Background: an optimization exercise with open tools, aiming at small area, a short achievable clock period and few clock cycles. Do not read the settings as production practice. No run shown here included a check of the RTL's function; only the layout flow was run. Power is estimated from default activity; no workload was simulated.

--- config.mk ---
export PLATFORM = sky130hd
export DESIGN_NAME = signed_right_shift_mplier
export DESIGN_NICKNAME = signed_right_shift_mplier
export VERILOG_FILES = /design/flow/design.v
export SDC_FILE = /design/flow/constraint.sdc
export NUM_CORES = 4
export LEC_CHECK = 0
export CAP_MARGIN = 20
export CORE_MARGIN = 2
export CORE_UTILIZATION = 40
export SETUP_SLACK_MARGIN = 2.5
export SLEW_MARGIN = 20
export SYNTH_HIERARCHICAL = 1
--- run.sh ---
#!/bin/bash
# synth_recipe.tcl (not shown) runs the flow's synth.tcl, then flattens the netlist and writes it again
# the make line also repeats each setting of config.mk as NAME=value (left out here)
make -C /OpenROAD-flow-scripts/flow DESIGN_CONFIG=/design/flow/config.mk WORK_HOME=/design/flow/orfs CLKGATE_MAP_FILE= SYNTH_SCRIPT=/design/flow/synth_recipe.tcl finish
--- design.v ---
module signed_right_shift_mplier #(
    parameter N = 32
)(
    input                 clk,
    input                 rst_n,       
    input    [N-1:0]      mcand,
    input    [N-1:0]      mplier,
    output   [2*N-1:0]    product,
    output                done
);
    reg  [31:0] mc;           
    reg  [31:0] pl;           
    reg  [3:0]  e_one, e_two, e_neg;   
    reg  [32:0] S, C;         
    reg  [7:0]  sl, cl;       
    reg         cin;          
    reg  [31:0] ph;           
    reg         first;        
    reg  [2:0]  cnt;
    function [11:0] benc(input [8:0] b);
        integer k;
        reg x2, x1, x0;
        begin
            for (k = 0; k < 4; k = k + 1) begin
                x2 = b[2*k+2]; x1 = b[2*k+1]; x0 = b[2*k];
                benc[k]     = x1 ^ x0;                               
                benc[4+k]   = (x2 & ~x1 & ~x0) | (~x2 & x1 & x0);    
                benc[8+k]   = x2;                                    
            end
        end
    endfunction
    wire [11:0] enc_start = benc({mplier[7:0], 1'b0});
    wire [11:0] enc_next  = benc(pl[15:7]);
    wire [32:0] mx  = {mc[31], mc};
    wire [32:0] mx2 = {mc, 1'b0};
    wire [32:0] pp0, pp1, pp2, pp3;
    wire [32:0] sel0 = ({33{e_one[0]}} & mx) | ({33{e_two[0]}} & mx2);
    wire [32:0] sel1 = ({33{e_one[1]}} & mx) | ({33{e_two[1]}} & mx2);
    wire [32:0] sel2 = ({33{e_one[2]}} & mx) | ({33{e_two[2]}} & mx2);
    wire [32:0] sel3 = ({33{e_one[3]}} & mx) | ({33{e_two[3]}} & mx2);
    assign pp0 = (sel0 ^ {33{e_neg[0]}}) ^ {1'b1, 32'b0};
    assign pp1 = (sel1 ^ {33{e_neg[1]}}) ^ {1'b1, 32'b0};
    assign pp2 = (sel2 ^ {33{e_neg[2]}}) ^ {1'b1, 32'b0};
    assign pp3 = (sel3 ^ {33{e_neg[3]}}) ^ {1'b1, 32'b0};
    wire [32:0] negs;
    genvar g;
    generate
        for (g = 0; g < 33; g = g + 1) begin : g_negs
            if (g % 2 == 0 && g < 31) begin : g_e
                assign negs[g] = pl[g+1];
            end else begin : g_o
                assign negs[g] = 1'b0;
            end
        end
    endgenerate
    wire [32:0] hs = first ? negs : S;
    wire [32:0] hc = first ? {1'b1, 32'b0} : C;
    wire hs0_ = hs[4] ^ hc[4];
    wire hc0_ = hs[4] & hc[4];
    wire fs0, fc0;
    csa_fa u_fa0 (.a(hs[5]), .b(hc[5]), .c(pp0[5]), .s(fs0), .co(fc0));
    wire fs1, fc1;
    csa_fa u_fa1 (.a(hs[6]), .b(hc[6]), .c(pp0[6]), .s(fs1), .co(fc1));
    wire hs1_ = pp1[4] ^ pp2[2];
    wire hc1_ = pp1[4] & pp2[2];
    wire fs2, fc2;
    csa_fa u_fa2 (.a(hs[7]), .b(hc[7]), .c(pp0[7]), .s(fs2), .co(fc2));
    wire fs3, fc3;
    csa_fa u_fa3 (.a(pp1[5]), .b(pp2[3]), .c(pp3[1]), .s(fs3), .co(fc3));
    wire fs4, fc4;
    csa_fa u_fa4 (.a(hs[8]), .b(hc[8]), .c(pp0[8]), .s(fs4), .co(fc4));
    wire fs5, fc5;
    csa_fa u_fa5 (.a(pp1[6]), .b(pp2[4]), .c(pp3[2]), .s(fs5), .co(fc5));
    wire fs6, fc6;
    csa_fa u_fa6 (.a(hs[9]), .b(hc[9]), .c(pp0[9]), .s(fs6), .co(fc6));
    wire fs7, fc7;
    csa_fa u_fa7 (.a(pp1[7]), .b(pp2[5]), .c(pp3[3]), .s(fs7), .co(fc7));
    wire fs8, fc8;
    csa_fa u_fa8 (.a(hs[10]), .b(hc[10]), .c(pp0[10]), .s(fs8), .co(fc8));
    wire fs9, fc9;
    csa_fa u_fa9 (.a(pp1[8]), .b(pp2[6]), .c(pp3[4]), .s(fs9), .co(fc9));
    wire fs10, fc10;
    csa_fa u_fa10 (.a(hs[11]), .b(hc[11]), .c(pp0[11]), .s(fs10), .co(fc10));
    wire fs11, fc11;
    csa_fa u_fa11 (.a(pp1[9]), .b(pp2[7]), .c(pp3[5]), .s(fs11), .co(fc11));
    wire fs12, fc12;
    csa_fa u_fa12 (.a(hs[12]), .b(hc[12]), .c(pp0[12]), .s(fs12), .co(fc12));
    wire fs13, fc13;
    csa_fa u_fa13 (.a(pp1[10]), .b(pp2[8]), .c(pp3[6]), .s(fs13), .co(fc13));
    wire fs14, fc14;
    csa_fa u_fa14 (.a(hs[13]), .b(hc[13]), .c(pp0[13]), .s(fs14), .co(fc14));
    wire fs15, fc15;
    csa_fa u_fa15 (.a(pp1[11]), .b(pp2[9]), .c(pp3[7]), .s(fs15), .co(fc15));
    wire fs16, fc16;
    csa_fa u_fa16 (.a(hs[14]), .b(hc[14]), .c(pp0[14]), .s(fs16), .co(fc16));
    wire fs17, fc17;
    csa_fa u_fa17 (.a(pp1[12]), .b(pp2[10]), .c(pp3[8]), .s(fs17), .co(fc17));
    wire fs18, fc18;
    csa_fa u_fa18 (.a(hs[15]), .b(hc[15]), .c(pp0[15]), .s(fs18), .co(fc18));
    wire fs19, fc19;
    csa_fa u_fa19 (.a(pp1[13]), .b(pp2[11]), .c(pp3[9]), .s(fs19), .co(fc19));
    wire fs20, fc20;
    csa_fa u_fa20 (.a(hs[16]), .b(hc[16]), .c(pp0[16]), .s(fs20), .co(fc20));
    wire fs21, fc21;
    csa_fa u_fa21 (.a(pp1[14]), .b(pp2[12]), .c(pp3[10]), .s(fs21), .co(fc21));
    wire fs22, fc22;
    csa_fa u_fa22 (.a(hs[17]), .b(hc[17]), .c(pp0[17]), .s(fs22), .co(fc22));
    wire fs23, fc23;
    csa_fa u_fa23 (.a(pp1[15]), .b(pp2[13]), .c(pp3[11]), .s(fs23), .co(fc23));
    wire fs24, fc24;
    csa_fa u_fa24 (.a(hs[18]), .b(hc[18]), .c(pp0[18]), .s(fs24), .co(fc24));
    wire fs25, fc25;
    csa_fa u_fa25 (.a(pp1[16]), .b(pp2[14]), .c(pp3[12]), .s(fs25), .co(fc25));
    wire fs26, fc26;
    csa_fa u_fa26 (.a(hs[19]), .b(hc[19]), .c(pp0[19]), .s(fs26), .co(fc26));
    wire fs27, fc27;
    csa_fa u_fa27 (.a(pp1[17]), .b(pp2[15]), .c(pp3[13]), .s(fs27), .co(fc27));
    wire fs28, fc28;
    csa_fa u_fa28 (.a(hs[20]), .b(hc[20]), .c(pp0[20]), .s(fs28), .co(fc28));
    wire fs29, fc29;
    csa_fa u_fa29 (.a(pp1[18]), .b(pp2[16]), .c(pp3[14]), .s(fs29), .co(fc29));
    wire fs30, fc30;
    csa_fa u_fa30 (.a(hs[21]), .b(hc[21]), .c(pp0[21]), .s(fs30), .co(fc30));
    wire fs31, fc31;
    csa_fa u_fa31 (.a(pp1[19]), .b(pp2[17]), .c(pp3[15]), .s(fs31), .co(fc31));
    wire fs32, fc32;
    csa_fa u_fa32 (.a(hs[22]), .b(hc[22]), .c(pp0[22]), .s(fs32), .co(fc32));
    wire fs33, fc33;
    csa_fa u_fa33 (.a(pp1[20]), .b(pp2[18]), .c(pp3[16]), .s(fs33), .co(fc33));
    wire fs34, fc34;
    csa_fa u_fa34 (.a(hs[23]), .b(hc[23]), .c(pp0[23]), .s(fs34), .co(fc34));
    wire fs35, fc35;
    csa_fa u_fa35 (.a(pp1[21]), .b(pp2[19]), .c(pp3[17]), .s(fs35), .co(fc35));
    wire fs36, fc36;
    csa_fa u_fa36 (.a(hs[24]), .b(hc[24]), .c(pp0[24]), .s(fs36), .co(fc36));
    wire fs37, fc37;
    csa_fa u_fa37 (.a(pp1[22]), .b(pp2[20]), .c(pp3[18]), .s(fs37), .co(fc37));
    wire fs38, fc38;
    csa_fa u_fa38 (.a(hs[25]), .b(hc[25]), .c(pp0[25]), .s(fs38), .co(fc38));
    wire fs39, fc39;
    csa_fa u_fa39 (.a(pp1[23]), .b(pp2[21]), .c(pp3[19]), .s(fs39), .co(fc39));
    wire fs40, fc40;
    csa_fa u_fa40 (.a(hs[26]), .b(hc[26]), .c(pp0[26]), .s(fs40), .co(fc40));
    wire fs41, fc41;
    csa_fa u_fa41 (.a(pp1[24]), .b(pp2[22]), .c(pp3[20]), .s(fs41), .co(fc41));
    wire fs42, fc42;
    csa_fa u_fa42 (.a(hs[27]), .b(hc[27]), .c(pp0[27]), .s(fs42), .co(fc42));
    wire fs43, fc43;
    csa_fa u_fa43 (.a(pp1[25]), .b(pp2[23]), .c(pp3[21]), .s(fs43), .co(fc43));
    wire fs44, fc44;
    csa_fa u_fa44 (.a(hs[28]), .b(hc[28]), .c(pp0[28]), .s(fs44), .co(fc44));
    wire fs45, fc45;
    csa_fa u_fa45 (.a(pp1[26]), .b(pp2[24]), .c(pp3[22]), .s(fs45), .co(fc45));
    wire fs46, fc46;
    csa_fa u_fa46 (.a(hs[29]), .b(hc[29]), .c(pp0[29]), .s(fs46), .co(fc46));
    wire fs47, fc47;
    csa_fa u_fa47 (.a(pp1[27]), .b(pp2[25]), .c(pp3[23]), .s(fs47), .co(fc47));
    wire fs48, fc48;
    csa_fa u_fa48 (.a(hs[30]), .b(hc[30]), .c(pp0[30]), .s(fs48), .co(fc48));
    wire fs49, fc49;
    csa_fa u_fa49 (.a(pp1[28]), .b(pp2[26]), .c(pp3[24]), .s(fs49), .co(fc49));
    wire fs50, fc50;
    csa_fa u_fa50 (.a(hs[31]), .b(hc[31]), .c(pp0[31]), .s(fs50), .co(fc50));
    wire fs51, fc51;
    csa_fa u_fa51 (.a(pp1[29]), .b(pp2[27]), .c(pp3[25]), .s(fs51), .co(fc51));
    wire fs52, fc52;
    csa_fa u_fa52 (.a(hs[32]), .b(hc[32]), .c(pp0[32]), .s(fs52), .co(fc52));
    wire fs53, fc53;
    csa_fa u_fa53 (.a(pp1[30]), .b(pp2[28]), .c(pp3[26]), .s(fs53), .co(fc53));
    wire fs54 = ~(pp1[31] ^ pp2[29]);
    wire fc54 = pp1[31] | pp2[29];
    wire hs2_ = hs[2] ^ hc[2];
    wire hc2_ = hs[2] & hc[2];
    wire fs55, fc55;
    csa_fa u_fa55 (.a(hs[3]), .b(hc[3]), .c(pp0[3]), .s(fs55), .co(fc55));
    wire fs56, fc56;
    csa_fa u_fa56 (.a(hs0_), .b(pp0[4]), .c(pp1[2]), .s(fs56), .co(fc56));
    wire fs57, fc57;
    csa_fa u_fa57 (.a(hc0_), .b(pp1[3]), .c(pp2[1]), .s(fs57), .co(fc57));
    wire fs58, fc58;
    csa_fa u_fa58 (.a(pp3[0]), .b(hs1_), .c(fc0), .s(fs58), .co(fc58));
    wire fs59, fc59;
    csa_fa u_fa59 (.a(hc1_), .b(fc1), .c(fs2), .s(fs59), .co(fc59));
    wire fs60, fc60;
    csa_fa u_fa60 (.a(fc2), .b(fc3), .c(fs4), .s(fs60), .co(fc60));
    wire fs61, fc61;
    csa_fa u_fa61 (.a(fc4), .b(fc5), .c(fs6), .s(fs61), .co(fc61));
    wire fs62, fc62;
    csa_fa u_fa62 (.a(fc6), .b(fc7), .c(fs8), .s(fs62), .co(fc62));
    wire fs63, fc63;
    csa_fa u_fa63 (.a(fc8), .b(fc9), .c(fs10), .s(fs63), .co(fc63));
    wire fs64, fc64;
    csa_fa u_fa64 (.a(fc10), .b(fc11), .c(fs12), .s(fs64), .co(fc64));
    wire fs65, fc65;
    csa_fa u_fa65 (.a(fc12), .b(fc13), .c(fs14), .s(fs65), .co(fc65));
    wire fs66, fc66;
    csa_fa u_fa66 (.a(fc14), .b(fc15), .c(fs16), .s(fs66), .co(fc66));
    wire fs67, fc67;
    csa_fa u_fa67 (.a(fc16), .b(fc17), .c(fs18), .s(fs67), .co(fc67));
    wire fs68, fc68;
    csa_fa u_fa68 (.a(fc18), .b(fc19), .c(fs20), .s(fs68), .co(fc68));
    wire fs69, fc69;
    csa_fa u_fa69 (.a(fc20), .b(fc21), .c(fs22), .s(fs69), .co(fc69));
    wire fs70, fc70;
    csa_fa u_fa70 (.a(fc22), .b(fc23), .c(fs24), .s(fs70), .co(fc70));
    wire fs71, fc71;
    csa_fa u_fa71 (.a(fc24), .b(fc25), .c(fs26), .s(fs71), .co(fc71));
    wire fs72, fc72;
    csa_fa u_fa72 (.a(fc26), .b(fc27), .c(fs28), .s(fs72), .co(fc72));
    wire fs73, fc73;
    csa_fa u_fa73 (.a(fc28), .b(fc29), .c(fs30), .s(fs73), .co(fc73));
    wire fs74, fc74;
    csa_fa u_fa74 (.a(fc30), .b(fc31), .c(fs32), .s(fs74), .co(fc74));
    wire fs75, fc75;
    csa_fa u_fa75 (.a(fc32), .b(fc33), .c(fs34), .s(fs75), .co(fc75));
    wire fs76, fc76;
    csa_fa u_fa76 (.a(fc34), .b(fc35), .c(fs36), .s(fs76), .co(fc76));
    wire fs77, fc77;
    csa_fa u_fa77 (.a(fc36), .b(fc37), .c(fs38), .s(fs77), .co(fc77));
    wire fs78, fc78;
    csa_fa u_fa78 (.a(fc38), .b(fc39), .c(fs40), .s(fs78), .co(fc78));
    wire fs79, fc79;
    csa_fa u_fa79 (.a(fc40), .b(fc41), .c(fs42), .s(fs79), .co(fc79));
    wire fs80, fc80;
    csa_fa u_fa80 (.a(fc42), .b(fc43), .c(fs44), .s(fs80), .co(fc80));
    wire fs81, fc81;
    csa_fa u_fa81 (.a(fc44), .b(fc45), .c(fs46), .s(fs81), .co(fc81));
    wire fs82, fc82;
    csa_fa u_fa82 (.a(fc46), .b(fc47), .c(fs48), .s(fs82), .co(fc82));
    wire fs83, fc83;
    csa_fa u_fa83 (.a(fc48), .b(fc49), .c(fs50), .s(fs83), .co(fc83));
    wire fs84, fc84;
    csa_fa u_fa84 (.a(fc50), .b(fc51), .c(fs52), .s(fs84), .co(fc84));
    wire fs85, fc85;
    csa_fa u_fa85 (.a(pp3[27]), .b(fc52), .c(fc53), .s(fs85), .co(fc85));
    wire fs86, fc86;
    csa_fa u_fa86 (.a(pp1[32]), .b(pp2[30]), .c(pp3[28]), .s(fs86), .co(fc86));
    wire hs3_ = 1'b1 ^ pp2[31];
    wire hc3_ = 1'b1 & pp2[31];
    wire fs87, fc87;
    csa_fa u_fa87 (.a(hs[0]), .b(hc[0]), .c(pp0[0]), .s(fs87), .co(fc87));
    wire fs88, fc88;
    csa_fa u_fa88 (.a(hs[1]), .b(hc[1]), .c(pp0[1]), .s(fs88), .co(fc88));
    wire fs89, fc89;
    csa_fa u_fa89 (.a(hs2_), .b(pp0[2]), .c(pp1[0]), .s(fs89), .co(fc89));
    wire fs90, fc90;
    csa_fa u_fa90 (.a(hc2_), .b(pp1[1]), .c(fs55), .s(fs90), .co(fc90));
    wire fs91, fc91;
    csa_fa u_fa91 (.a(pp2[0]), .b(fc55), .c(fs56), .s(fs91), .co(fc91));
    wire fs92, fc92;
    csa_fa u_fa92 (.a(fc56), .b(fs0), .c(fs57), .s(fs92), .co(fc92));
    wire fs93, fc93;
    csa_fa u_fa93 (.a(fc57), .b(fs1), .c(fs58), .s(fs93), .co(fc93));
    wire fs94, fc94;
    csa_fa u_fa94 (.a(fs3), .b(fc58), .c(fs59), .s(fs94), .co(fc94));
    wire fs95, fc95;
    csa_fa u_fa95 (.a(fs5), .b(fc59), .c(fs60), .s(fs95), .co(fc95));
    wire fs96, fc96;
    csa_fa u_fa96 (.a(fs7), .b(fc60), .c(fs61), .s(fs96), .co(fc96));
    wire fs97, fc97;
    csa_fa u_fa97 (.a(fs9), .b(fc61), .c(fs62), .s(fs97), .co(fc97));
    wire fs98, fc98;
    csa_fa u_fa98 (.a(fs11), .b(fc62), .c(fs63), .s(fs98), .co(fc98));
    wire fs99, fc99;
    csa_fa u_fa99 (.a(fs13), .b(fc63), .c(fs64), .s(fs99), .co(fc99));
    wire fs100, fc100;
    csa_fa u_fa100 (.a(fs15), .b(fc64), .c(fs65), .s(fs100), .co(fc100));
    wire fs101, fc101;
    csa_fa u_fa101 (.a(fs17), .b(fc65), .c(fs66), .s(fs101), .co(fc101));
    wire fs102, fc102;
    csa_fa u_fa102 (.a(fs19), .b(fc66), .c(fs67), .s(fs102), .co(fc102));
    wire fs103, fc103;
    csa_fa u_fa103 (.a(fs21), .b(fc67), .c(fs68), .s(fs103), .co(fc103));
    wire fs104, fc104;
    csa_fa u_fa104 (.a(fs23), .b(fc68), .c(fs69), .s(fs104), .co(fc104));
    wire fs105, fc105;
    csa_fa u_fa105 (.a(fs25), .b(fc69), .c(fs70), .s(fs105), .co(fc105));
    wire fs106, fc106;
    csa_fa u_fa106 (.a(fs27), .b(fc70), .c(fs71), .s(fs106), .co(fc106));
    wire fs107, fc107;
    csa_fa u_fa107 (.a(fs29), .b(fc71), .c(fs72), .s(fs107), .co(fc107));
    wire fs108, fc108;
    csa_fa u_fa108 (.a(fs31), .b(fc72), .c(fs73), .s(fs108), .co(fc108));
    wire fs109, fc109;
    csa_fa u_fa109 (.a(fs33), .b(fc73), .c(fs74), .s(fs109), .co(fc109));
    wire fs110, fc110;
    csa_fa u_fa110 (.a(fs35), .b(fc74), .c(fs75), .s(fs110), .co(fc110));
    wire fs111, fc111;
    csa_fa u_fa111 (.a(fs37), .b(fc75), .c(fs76), .s(fs111), .co(fc111));
    wire fs112, fc112;
    csa_fa u_fa112 (.a(fs39), .b(fc76), .c(fs77), .s(fs112), .co(fc112));
    wire fs113, fc113;
    csa_fa u_fa113 (.a(fs41), .b(fc77), .c(fs78), .s(fs113), .co(fc113));
    wire fs114, fc114;
    csa_fa u_fa114 (.a(fs43), .b(fc78), .c(fs79), .s(fs114), .co(fc114));
    wire fs115, fc115;
    csa_fa u_fa115 (.a(fs45), .b(fc79), .c(fs80), .s(fs115), .co(fc115));
    wire fs116, fc116;
    csa_fa u_fa116 (.a(fs47), .b(fc80), .c(fs81), .s(fs116), .co(fc116));
    wire fs117, fc117;
    csa_fa u_fa117 (.a(fs49), .b(fc81), .c(fs82), .s(fs117), .co(fc117));
    wire fs118, fc118;
    csa_fa u_fa118 (.a(fs51), .b(fc82), .c(fs83), .s(fs118), .co(fc118));
    wire fs119, fc119;
    csa_fa u_fa119 (.a(fs53), .b(fc83), .c(fs84), .s(fs119), .co(fc119));
    wire fs120, fc120;
    csa_fa u_fa120 (.a(fs54), .b(fs85), .c(fc84), .s(fs120), .co(fc120));
    wire fs121, fc121;
    csa_fa u_fa121 (.a(fc54), .b(fs86), .c(fc85), .s(fs121), .co(fc121));
    wire fs122, fc122;
    csa_fa u_fa122 (.a(pp3[29]), .b(hs3_), .c(fc86), .s(fs122), .co(fc122));
    wire fs123, fc123;
    csa_fa u_fa123 (.a(pp2[32]), .b(pp3[30]), .c(hc3_), .s(fs123), .co(fc123));
    wire hs4_ = 1'b1 ^ pp3[31];
    wire hc4_ = 1'b1 & pp3[31];
    wire [40:0] cs_s = {1'b0, 1'b1, pp3[32], hs4_, fs123, fs122, fs121, fs120, fs119, fs118, fs117, fs116, fs115, fs114, fs113, fs112, fs111, fs110, fs109, fs108, fs107, fs106, fs105, fs104, fs103, fs102, fs101, fs100, fs99, fs98, fs97, fs96, fs95, fs94, fs93, fs92, fs91, fs90, fs89, fs88, fs87};
    wire [40:0] cs_c = {1'b0, 1'b0, hc4_, fc123, fc122, fc121, fc120, fc119, fc118, fc117, fc116, fc115, fc114, fc113, fc112, fc111, fc110, fc109, fc108, fc107, fc106, fc105, fc104, fc103, fc102, fc101, fc100, fc99, fc98, fc97, fc96, fc95, fc94, fc93, fc92, fc91, fc90, fc89, fc88, fc87, 1'b0};
    wire [39:0] fsum = {S[31:0], sl} + {C[31:0], cl[7:1], cin};
    wire        cout = fsum[8] ^ S[0] ^ C[0];
    always @(posedge clk) begin
        first <= ~rst_n;
        if (!rst_n) begin
            mc    <= mcand;
            pl    <= mplier;
            e_one <= enc_start[3:0];
            e_two <= enc_start[7:4];
            e_neg <= enc_start[11:8];
            cnt   <= 3'd0;
        end else begin
            pl    <= {fsum[7:0], pl[31:8]};
            e_one <= enc_next[3:0];
            e_two <= enc_next[7:4];
            e_neg <= enc_next[11:8];
            cnt   <= cnt + 3'd1;
        end
        S   <= cs_s[40:8];
        C   <= cs_c[40:8];
        sl  <= cs_s[7:0];
        cl  <= cs_c[7:0];
        cin <= first ? 1'b0 : cout;
        ph  <= fsum[39:8];
    end
    assign product = {ph, pl};
    assign done    = (cnt == 3'd5);
endmodule
module csa_fa (
    input  a,
    input  b,
    input  c,
    output s,
    output co
);
    assign s  = a ^ b ^ c;
    assign co = (a & b) | (a & c) | (b & c);
endmodule
--- constraint.sdc ---
create_clock -name core_clock -period 5.0 [get_ports {clk}]
set_input_delay 1.0000 -clock core_clock [delete_from_list [all_inputs] [get_ports {clk}]]
set_output_delay 1.0000 -clock core_clock [all_outputs]
set_load 0.01 [all_outputs]
==> results of run 1 <==
## Yosys stat by module, one instance, submodules excluded
| module | area, um^2 | times used | flops+latches |
|---|---|---|---|
| csa_fa | 20.0 | 123 | 0 |
| signed_right_shift_mplier | 10000 | 1 | 186 |
## sequential cells by signal (all words and copies together), names as in the netlist, 7 cells and up
name and cells:
C 31, S 31, cl 7, mc 32, ph 32, pl 29, sl 8
## cells by family after synthesis
| logic type | count (synthesis) | share of synthesized area (%) |
|---|---|---|
| compound gates | 281 | 15.5 |
| flops | 186 | 32.4 |
| xor+xnor | 173 | 12.3 |
| buf+inv | 120 | 4.01 |
| mux | 44 | 3.97 |
| simple gates | 176 | 7.33 |
| other cells | 1 | 0.0301 |
| fa+ha+maj | 169 | 24.4 |
## final cells by class
| class | count | area [um^2] |
|---|---|---|
| repair buffers | 256 | 2640 |
| flip-flops and latches | 186 | 4140 |
| clock inverters | 13 | 106 |
| clock buffers | 19 | 453 |
| fillers | 2549 | 14000 |
| inverters | 17 | 66.3 |
| well taps | 396 | 495 |
| multi-input cells | 845 | 8760 |
## metal layers
metal  vias to the layer above  share of wire [%]
li1                       4349                  -
met1                      4777                 43
met2                       430                 46
met3                        84                7.6
met4                         0                3.5
met5                         -                  0
## through the flow
stage               instances  worst slack, ns
floorplan                1151             2.50
global route             1732             2.35
finish                   1732             2.38
global placement         1586             1.83
CTS                      1691             2.42
detailed placement       1586             1.75
## power by group
part | internal (mW) | switching [mW]
clock network | 0.675 | 0.648
registers | 2.32 | 0.508
logic | 4.15 | 4.40
## worst paths after layout
check	startpoint	endpoint	depth (start not counted)	slack, ns
min reg2reg	cnt[0]$_SDFF_PN0_	cnt[0]$_SDFF_PN0_	1	0.42
max	first$_DFF_P_	S[8]$_DFF_P_	6	2.38
min	cnt[0]$_SDFF_PN0_	cnt[0]$_SDFF_PN0_	1	0.42
max reg2reg	first$_DFF_P_	S[8]$_DFF_P_	6	2.38
## cell usage in the layout, fill, tap and decap left out, types with 14 or more instances in the layout
master / n
dfxtp_1: 115
clkdlybuf4s50_1: 127
nand3_1: 14
buf_6: 16
xnor2_2: 19
xor2_1: 18
nor2_1: 40
buf_4: 85
dfxtp_2: 22
ha_1: 31
buf_12: 16
nand2_1: 38
nor2b_1: 25
a21oi_1: 46
dfxtp_4: 17
edfxtp_1: 32
clkbuf_16: 18
nor2b_2: 16
a22oi_2: 44
inv_1: 15
mux2_2: 36
o21ai_0: 28
fa_2: 48
a22oi_1: 81
xnor2_1: 135
a21o_1: 20
fa_1: 76
## timing repair
item,4_1_cts,5_1_grt
endpoints found under the setup margin,103,68
pin swaps,48,69
gates resized for setup,144,130
buffers inserted,70,40
cloned,3,1
## worst max-delay path: cells and delay by family (launching register included)
kind                       cells  cell delay (ns)
muxes                          1             0.30
buffers and inverters          2             0.24
adders and majority gates      3             1.57
DFF                            1             0.43
==> run summary, run 1 <==
Least-Margin Pin Slew=0.558 ns; Hold Fails Final Rpt=0; RSZ-0062 raised after global routing=yes; Peak VDD IR=around 270 uV; PnR Total Power=roughly 13 mW; Routed WL=38400 um; CP arrival=around 3 ns; GRT Resource Usage Total=between 20% and 30%; num rows=64; 1st-pass router iterations=6; Max Buffers Root-to-Sink=2; Starting Density=40.6%; largest net degree at the start of global routing=48; fmax=around 380 MHz; Finished Cell Area=roughly 0.017 mm^2; max-cap violations=0; Worst path slowest cell=fa_2; Synth area leaders=dfxtp_1 (25%), fa_1 (20%), xnor2_1 (11%), edfxtp_1 (7.7%), a22oi_1 (7.5%); hold-fix buffers at CTS=0; number of port buffers=130; initial antenna violation count=1; die width=181 um; Final setup viols=0; Net count, final=approximately 1600; Top cell by count, worst path=fa_2; Iter 0 DRT Violations=between 900 and 1000; Num CTS Buffers=17; TNS Setup=0 ns; clk_skew=between 0.01 and 0.015 ns; Die Height=between 150 and 200 um; Crit Path Class=register to register; Final period util=approximately 52%; CP Max Fanout=5; total gr overflow=0; Cells after Synth=between 1000 and 1500; Synth Register Bits=approximately 190; crit-path cells=buf_6, buf_16, mux2_4, fa_2, fa_2, fa_2; share of the synthesized area in the top cell type=24.7%; Die Area=between 0.03 and 0.04 mm^2; GRT met2 Usage=36.0%; Vias=approximately 9600; Rel. slew slack=a little over three fifths; Top FF cell, synth=dfxtp_1; Commonest cells post-synth=dfxtp_1 (154), xnor2_1 (154), a22oi_1 (125); EDFF count, synth=32; share of layout cells above drive strength 1=30.9%; Core Box Area=0.0307 mm^2; vias in the first global route=between 9000 and 10000; crit path launch type=register; PD cells=762 mW/mm^2; Ant. Diodes=0; max-slew violation count=0; Synth Cell Area=0.0125 mm^2; DR vias/cell=5.57; met1 GRT Util=32.0%; hold crit path type=register to register; num ports=131; final hold slack=approximately 0.42 ns; Required @ worst endpoint=approximately 5.4 ns; drt wl/cell=22.2 um; Final ANT Viol Nets=0; run status=complete, no violations; dpl cell area=around 0.014 mm^2; CTS root buf=clkbuf_16; register area share after synthesis=roughly 32%; syn_area_per_cell=about 11 um^2; Remaining DRCs=0; synth warn=7; grt peak-use layer=met2; worst skew pair latency=~0.45 ns; crit-path max cell delay=approximately 0.60 ns; CTS Sinks=roughly 190; Final Core Density=~54%; Reg clk slew, reported paths=0.08 ns; min Tclk post-route=about 2.6 ns; largest area contributor in the netlist=dfxtp_1; Worst setup EP type=register; routability cong.=0.894; # H-tree levels=4; met3 Usage GRT=4.20%; CTS tree=built; post-synth cell types=60; Async SR Flop Fraction=0%; hpwl dp=around 25000 um; area grow syn2layout=33.6%; first-pass GRT wire length=roughly 57000 um; Leak Pwr=6.41 nW
==> run 2: changes to the inputs <==
==> flow/run.sh (new file) <==
#!/bin/bash
# Standard ORFS layout with two cell choices changed: small buffers on the
# ports instead of the delay cells buffer_ports picks by default, and no
# full/half-adder cells (ADDER_MAP_FILE empty), so abc maps the carry-save
# tree to XOR gates.  ORFS logs each tool under orfs/logs; make's own output
# goes to flow_make.log.
set -euo pipefail
export BUFFER_PORTS_ARGS="-buffer_cell sky130_fd_sc_hd__buf_1"
export ADDER_MAP_FILE=
bash standard.sh > flow_make.log 2>&1
==> standard.sh (new file) <==
#!/bin/bash
# synth_recipe.tcl (not shown) runs the flow's synth.tcl, then flattens the netlist and writes it again
# the make line also repeats each setting of config.mk as NAME=value (left out here)
make -C /OpenROAD-flow-scripts/flow DESIGN_CONFIG=/design/flow/config.mk WORK_HOME=/design/flow/orfs CLKGATE_MAP_FILE= SYNTH_SCRIPT=/design/flow/synth_recipe.tcl "${@:-finish}"
--- a/config.mk
+++ b/config.mk
@@ -10,4 +10,4 @@
 export CORE_UTILIZATION = 40
 export SETUP_SLACK_MARGIN = 2.5
 export SLEW_MARGIN = 20
-export SYNTH_HIERARCHICAL = 1
+export SYNTH_HIERARCHICAL = 0
removed: run.sh
==> run 2 against run 1 <==
Critical endpoint is now ph[29]$_DFF_P_; clock skew increased by 0.0028 ns; critical path type unchanged; largest power group unchanged; combinational power rose by 2%; area after synthesis up 4.4%; critical path depth grew 4.
==> run summary, run 2 <==
run status=complete, no violations; Final period util=51.8% (-0.63 points); largest area contributor in the netlist=xnor2_1; top flop regs=mc (32), ph (32); Vias=10800 (+12%); PD cells=893 mW/mm^2 (+17%); crit path launch type=register; PnR Total Power=13.3 mW (+5.2%); Crit Path Class=register to register; TNS Setup=0 ns (unchanged); worst setup margin=2.41 ns (+0.0315 ns); Core Box Area=0.0323 mm^2 (+5.3%); CP Max Fanout=4 (-1); max-cap violations=0 (unchanged); Starting Density=40.3% (-0.34 points); Top FF cell, synth=dfxtp_1; Setup WS pre-CTS=1.87 ns (+0.120 ns); most frequent cells in the layout=xnor2_1 (336), buf_1 (129), a22oi_1 (125); Clk pwr share=10.2% (-0.2 points); die width=184 um (+2.1%); Commonest cells post-synth=xnor2_1 (353), dfxtp_1 (154), a22oi_1 (126); 1st-pass router iterations=5 (-1); num rows=66 (+3.1%); share of the synthesized area in the top cell type=23.8% (-0.97 points); fin cells=2008 (+16%); synth warn=1 (-6); area grow syn2layout=14.9%; crit-path cells=and2_4, maj3_2, maj3_2, maj3_2, and2_1, o21a_1, a311oi_2, o21ai_2, maj3_2, xnor2_1; Net count, final=1619 (+3.9%); Die Height=184 um (+2.1%); Int Power=7.09 mW (-0.66%); placed cell count=1961 (+24%); Leak Pwr=5.11 nW (-20%); CP arrival=2.93 ns (-0.08 ns); Rel. slew slack=38.7% (-24 points); number of port buffers=130 (unchanged); vias in the first global route=9914 (+2.6%); Cells after Synth=1481 (+29%); hold crit path type=register to register; Ant. Diodes=0 (unchanged); min Tclk post-route=2.59 ns (-0.0315 ns); RSZ-0062 raised after global routing=yes; clk_skew=0.0139 ns (+0.00277 ns); Top cell by count, worst path=maj3_2; hold-fix buffers at CTS=0 (unchanged); EDFF count, synth=32 (unchanged); first-pass GRT wire length=55900 um (-2.3%); Required @ worst endpoint=5.34 ns (-0.05 ns); Synth Cell Area=0.0130 mm^2 (+4.4%); crit-path max cell delay=0.33 ns (-0.27 ns); Synth Register Bits=186 (unchanged); max-slew violation count=0 (unchanged); num ports=131 (unchanged); Final setup viols=0 (unchanged); Remaining DRCs=0 (unchanged); Worst path slowest cell=dfxtp_2; CTS Sinks=186 (unchanged); share of layout cells above drive strength 1=12.9% (-18 points); Worst setup EP type=register; Least-Margin Pin Slew=0.920 ns (+0.362 ns); total gr overflow=0 (unchanged); syn_area_per_cell=8.79 um^2 (-19%); post-synth cell types=65 (+8.3%); sw power=6.25 mW (+13%); initial antenna violation count=0 (-1); commonest non-fill, non-tap cell in the layout=xnor2_1; CTS root buf=clkbuf_16; Hold Fails Final Rpt=0 (unchanged); Max Buffers Root-to-Sink=2 (unchanged); Num CTS Buffers=17 (unchanged); Reg clk slew, reported paths=0.07 ns (about the same); Final Core Density=46.3% (-8.0 points); Seq pwr share=24.7% (+2.4 points); GRT Resource Usage Total=21.5% (-1.6 points); Peak VDD IR=345 uV (+26%); DR vias/cell=5.37 (-3.5%); fmax=386 MHz (+1.2%); worst skew pair latency=0.47 ns (+0.02 ns); Routed WL=37000 um (-3.7%); drt wl/cell=18.4 um (-17%); Final ANT Viol Nets=0 (unchanged); # H-tree levels=4 (unchanged); Comb pwr share=65.1% (-2.2 points); routability cong.=0.894 (unchanged); Async SR Flop Fraction=0% (unchanged); Sw Ratio=46.9% (+3.1 points); CTS tree=built; Die Area=0.0340 mm^2 (+4.3%); hpwl dp=27300 um (+7.3%); most common cell in the netlist=xnor2_1; Iter 0 DRT Violations=922 (-3.9%); register area share after synthesis=31.1% (-1.4 points); Synth area leaders=xnor2_1 (24%), dfxtp_1 (24%), edfxtp_1 (7.4%), a22oi_1 (7.3%), maj3_1 (7.0%); largest net degree at the start of global routing=49 (+2.1%)
## run 2: cell types whose count changed after synthesis, moves of 36 or more
| cell | delta |
|---|---|
| nor2b_1 | -36 |
| nor2_1 | +71 |
| fa_1 | -124 |
| nand2_1 | +64 |
| maj3_1 | +91 |
| xor2_1 | +52 |
| a21oi_1 | +45 |
| ha_1 | -45 |
| xnor2_1 | +199 |
## run 2: per-stage QoR
step           hold slack (ns)  area (um^2)
2_1_floorplan            0.433        13000
3_3_place_gp             0.446        13700
3_5_place_dp             0.464        13700
4_1_cts                  0.480        14700
5_1_grt                  0.506        15000
6_report                 0.476        15000
## run 2: cells by family after synthesis
family	Yosys count	synth area share (%)
buffers and inverters	119	3.87
adder cells (fa/ha/maj)	97	7.52
AND/OR/NAND/NOR	287	9.69
multiplexers	33	2.80
flip-flops	186	31.1
AO/OA/AOI/OAI	336	16.6
XOR/XNOR	423	28.5
## run 2: path summary, 6_finish.rpt
| check | endpoint | cells past startpoint | startpoint | slack (ns) |
|---|---|---|---|---|
| setup / recovery | ph[29]$_DFF_P_ | 10 | S[15]$_DFF_P_ | 2.41 |
| hold / removal | cnt[0]$_SDFF_PN0_ | 1 | cnt[0]$_SDFF_PN0_ | 0.48 |
| setup reg to reg | ph[29]$_DFF_P_ | 10 | S[15]$_DFF_P_ | 2.41 |
| hold reg to reg | cnt[0]$_SDFF_PN0_ | 1 | cnt[0]$_SDFF_PN0_ | 0.48 |
## run 2: area by class of cell
cell class	count	area [um^2]
multi-input cells	1176	8900
fillers	3108	17300
repair buffers	158	738
inverters	14	55.1
flip-flops and latches	186	4120
clock inverters	15	156
clock buffers	17	425
well taps	442	553
## run 2: timing repair
item                       4_1_cts  5_1_grt
pin swaps                       14        6
setup endpoints to repair       75       33
resized for setup               70       54
setup buffers                   11        4
## run 2: routing by layer
metal	wire length (um)	GRT usage, %
met1	18300	33.0
met3	2970	4.11
met2	15000	29.7
met4	694	6.94
met5	0	0
## run 2: critical path: cells and delay by family, from the launching register on
family	cells	cell delay, ns
compound gates	3	0.50
simple gates	2	0.30
xor+xnor	1	0.12
flops	1	0.33
fa+ha+maj	4	1.20
## run 2: power by group through the flow
stage | Clock, mW | Sequential [mW] | Combinational [mW]
floorplan | 0 | 2.83 | 6.52
global placement | 0 | 3.17 | 7.94
detailed placement | 0 | 3.18 | 8.00
CTS | 1.39 | 3.22 | 8.42
global route | 1.45 | 3.39 | 9.45
finish | 1.36 | 3.30 | 8.69

==> what the ideal ports hide <==
How much do the figures lean on ideal ports? The routed layouts below were timed once more, with nothing changed but the port constraints.
Step 1 assumes that a clkbuf_16 drives the clock port and a buf_2 every other input.
Step 2 moves the port delays by t, midway between the first and last clock arrival at a register: inputs arrive t later, outputs are due t later. That takes back most of the time a late clock gives input paths.
Slacks: ideal ports / drivers / drivers and shift; pairs: ideal ports / drivers.
| run | t, ns | setup WS [ns] | worst setup path at the end | latest minus earliest clock arrival (ns) | cell pins on the clock port's net |
|---|---|---|---|---|---|
| run 1 | 0.498 | 2.379 / 2.379 / 2.379 | register to register | 0.013 / 0.012 | 1 |
| run 2 | 0.510 | 2.411 / 2.411 / 2.249 | input to register | 0.014 / 0.014 | 1 |
After both steps every run listed still meets setup and hold. The setup slack of run 2, which loses most, moves by 0.000 ns with the drivers and by -0.162 ns with both steps.
